Source: an optimization exercise on an open RTL-to-GDS flow (aim: a short achievable clock period and few clock cycles). Production flows keep margins and buffers that such runs may drop. In this exercise RTL edits were held to simulation tests only and were not proved equivalent to the original.

// CPU
module CPU (
    input         clk,
    input         reset,
    output [15:0] imem_addr,
    input  [15:0] imem_data,
    output [15:0] dmem_addr,
    output [15:0] dmem_wdata,
    output        dmem_we,
    output        dmem_re,
    input  [15:0] dmem_rdata,
    output        halt
);
Settings: LEC_CHECK=0, CAP_MARGIN=20, CORE_MARGIN=2, CORE_UTILIZATION=50, SLEW_MARGIN=20; clock period 35.0 ns.
standard.sh (not shown) runs the stock make flow with config.mk's settings and CLKGATE_MAP_FILE= SYNTH_SCRIPT=/design/flow/synth_recipe.tcl, a recipe that flattens the netlist after the stock synthesis.
==> flow/flow/run.sh <==
#!/bin/bash
# Standard ORFS layout (the standard.sh, standard synthesis unchanged) with
# setup repair pushed further: the repair steps aim for this much setup
# slack at the design's clock period and constraints (SDC unchanged).
set -euo pipefail
export SETUP_SLACK_MARGIN=${SETUP_SLACK_MARGIN_OVERRIDE:-27.5}
bash standard.sh > standard.log 2>&1
Testbench counts at the start, summed over its fixed seeds: cycles 185,761.
==> next run, changes <==
--- a/flow/design.v
+++ b/flow/design.v
@@ -35,17 +35,16 @@
         end
     endfunction
     reg [15:0] pc_q;
     reg [15:0] ir;
     reg        ir_v;
     reg [15:0] ir_pc2;
     reg [15:0] ir_pc;
     reg        ir_pred;            
-    reg        ir_hit;             
     reg [1:0]  bt_v;
     reg        bt_rr;
     reg [15:0] bt_pc [0:1];
     reg [15:0] bt_tg [0:1];
     reg [2:0]  bt_rs [0:1];
     reg [2:0]  bt_rt [0:1];
     reg [1:0]  bt_bg;
     reg [15:0] gpr [1:7];
@@ -172,17 +171,17 @@
     wire        b_ne     = (A != B);
     wire        b_gt     = ~A[15] & (A != 16'h0000);
     wire [17:0] b_sum    = ks17({1'b0, ir_pc2}, {1'b0, imm[14:0], 1'b0}, 1'b0);
     wire        b_take   = (is_bneq & b_ne) | (is_bgtz & b_gt);
     wire        b_fix    = (is_bneq | is_bgtz) & (b_take != ir_pred) & (ir[5:0] != 6'd0);
     wire        jr_take  = is_jr & (A != ir_pc2);
     wire        redirect = x_go & (b_fix | jr_take);
     wire [15:0] x_next   = is_jr ? A : b_take ? b_sum[15:0] : ir_pc2;
-    wire        bt_new   = x_go & (is_bneq | is_bgtz) & b_take & ~ir_hit & ir[5];
+    wire        bt_new   = x_go & (is_bneq | is_bgtz) & b_take & ~ir_pred & ir[5];
     wire ld_wen = m_re & (m_ld_rt != 3'd0);
     reg [15:0] gn [0:7];
     reg [7:0]  gk;                  
     integer p;
     always @(*) begin
         gn[0] = 16'h0000;
         gk[0] = 1'b1;
         for (p = 1; p < 8; p = p + 1) begin
@@ -204,24 +203,17 @@
     wire [15:0] e_a   = gn[e_rs];
     wire [15:0] e_b   = gn[e_rt];
     wire        e_tk  = e_bg ? (~e_a[15] & (e_a != 16'h0000)) : (e_a != e_b);
     wire        e_kn  = gk[e_rs] & (e_bg | gk[e_rt]);
     wire        f_pred = (bh0 | bh1) & e_kn & e_tk;
     wire [15:0] seq    = pc_q + 16'd2;
     wire        f_isj  = (imem_data[15:12] == 4'h7);
     wire [15:0] f_seq  = f_pred ? e_tg : seq;
-    wire        f_hit  = bh0 | bh1;
-    wire        f_bt   = ((imem_data[15:12] == 4'h5) | (imem_data[15:12] == 4'h6)) &
-                         imem_data[5] & ~(f_hit & e_kn);
-    wire [7:0]  f_blo  = {1'b0, seq[6:0]} + {1'b0, imem_data[5:0], 1'b0};
-    wire [8:0]  seq_hm = seq[15:7] - 9'd1;
-    wire [15:0] f_btg  = {f_blo[7] ? seq[15:7] : seq_hm, f_blo[6:0]};
-    wire [15:0] f_next = f_isj ? {seq[15:13], imem_data[11:0], 1'b0} :
-                         f_bt  ? f_btg : f_seq;
+    wire [15:0] f_next = f_isj ? {seq[15:13], imem_data[11:0], 1'b0} : f_seq;
     wire f_hold = halt_q | x_halt;
     wire f_adv  = ~f_hold & ~x_stall & ~redirect;
     wire        dsg   = is_r1;
     wire        a_neg = dsg & A[15];
     wire        b_neg = dsg & B[15];
     wire [17:0] a_ng  = ks17(17'h00000, {1'b1, ~A}, 1'b1);
     wire [17:0] b_ng  = ks17(17'h00000, {1'b1, ~B}, 1'b1);
     wire [15:0] a_abs = a_neg ? a_ng[15:0] : A;
@@ -329,18 +321,17 @@
                 dv_busy <= 1'b0;
         end
     end
     always @(posedge clk) begin
         if (f_adv) begin
             ir     <= imem_data;
             ir_pc2 <= seq;
             ir_pc  <= pc_q;
-            ir_pred <= f_pred | f_bt;
-            ir_hit  <= f_hit;
+            ir_pred <= f_pred;
         end
         for (i = 1; i < 8; i = i + 1) begin
             if (x_wen && x_dst == i)
                 gpr[i] <= xres;
             else if (ld_wen && m_ld_rt == i)
                 gpr[i] <= dmem_rdata;
         end
         if (bt_new) begin
Cell area decreases slightly.
Non-clock buffer count decreases by 79.
Worst setup slack improves by 0.80 ns.
Fmax increases by roughly a tenth.
Register-to-register slack degrades by 0.27 ns.
Clock skew decreases by 0.042 ns.
Global-route usage increases by 1.1 points.
Routed wire length hardly moves.
Via count decreases slightly.
Hold slack improves by 0.0051 ns.
Testbench counts after the change, summed over its fixed seeds: cycles 188,951.

[separate check: timing with driven ports]
How much do the figures lean on ideal ports? The routed layouts below were timed once more, with nothing changed but the port constraints. Step 1 assumes that a clkbuf_16 drives the clock port and a buf_2 every other input. Step 2 also shifts input and output timing later by t, the mid clock arrival at the registers, as if the neighbouring blocks saw the same clock. Slacks: ideal / step 1 / step 2; pairs: ideal / step 1.
run	t (ns)	slack for setup (ns)	worst register clock-pin slew, ns	worst slew at a driven data input, ns
the first run	0.766	25.894 / 25.929 / 25.163	0.07 / 0.07	0.06
the second run	0.747	26.694 / 26.618 / 26.637	0.07 / 0.07	0.06
After both steps every run listed still meets setup and hold. The setup slack of the first run, which loses most, moves by +0.035 ns with the drivers and by -0.731 ns with both steps.
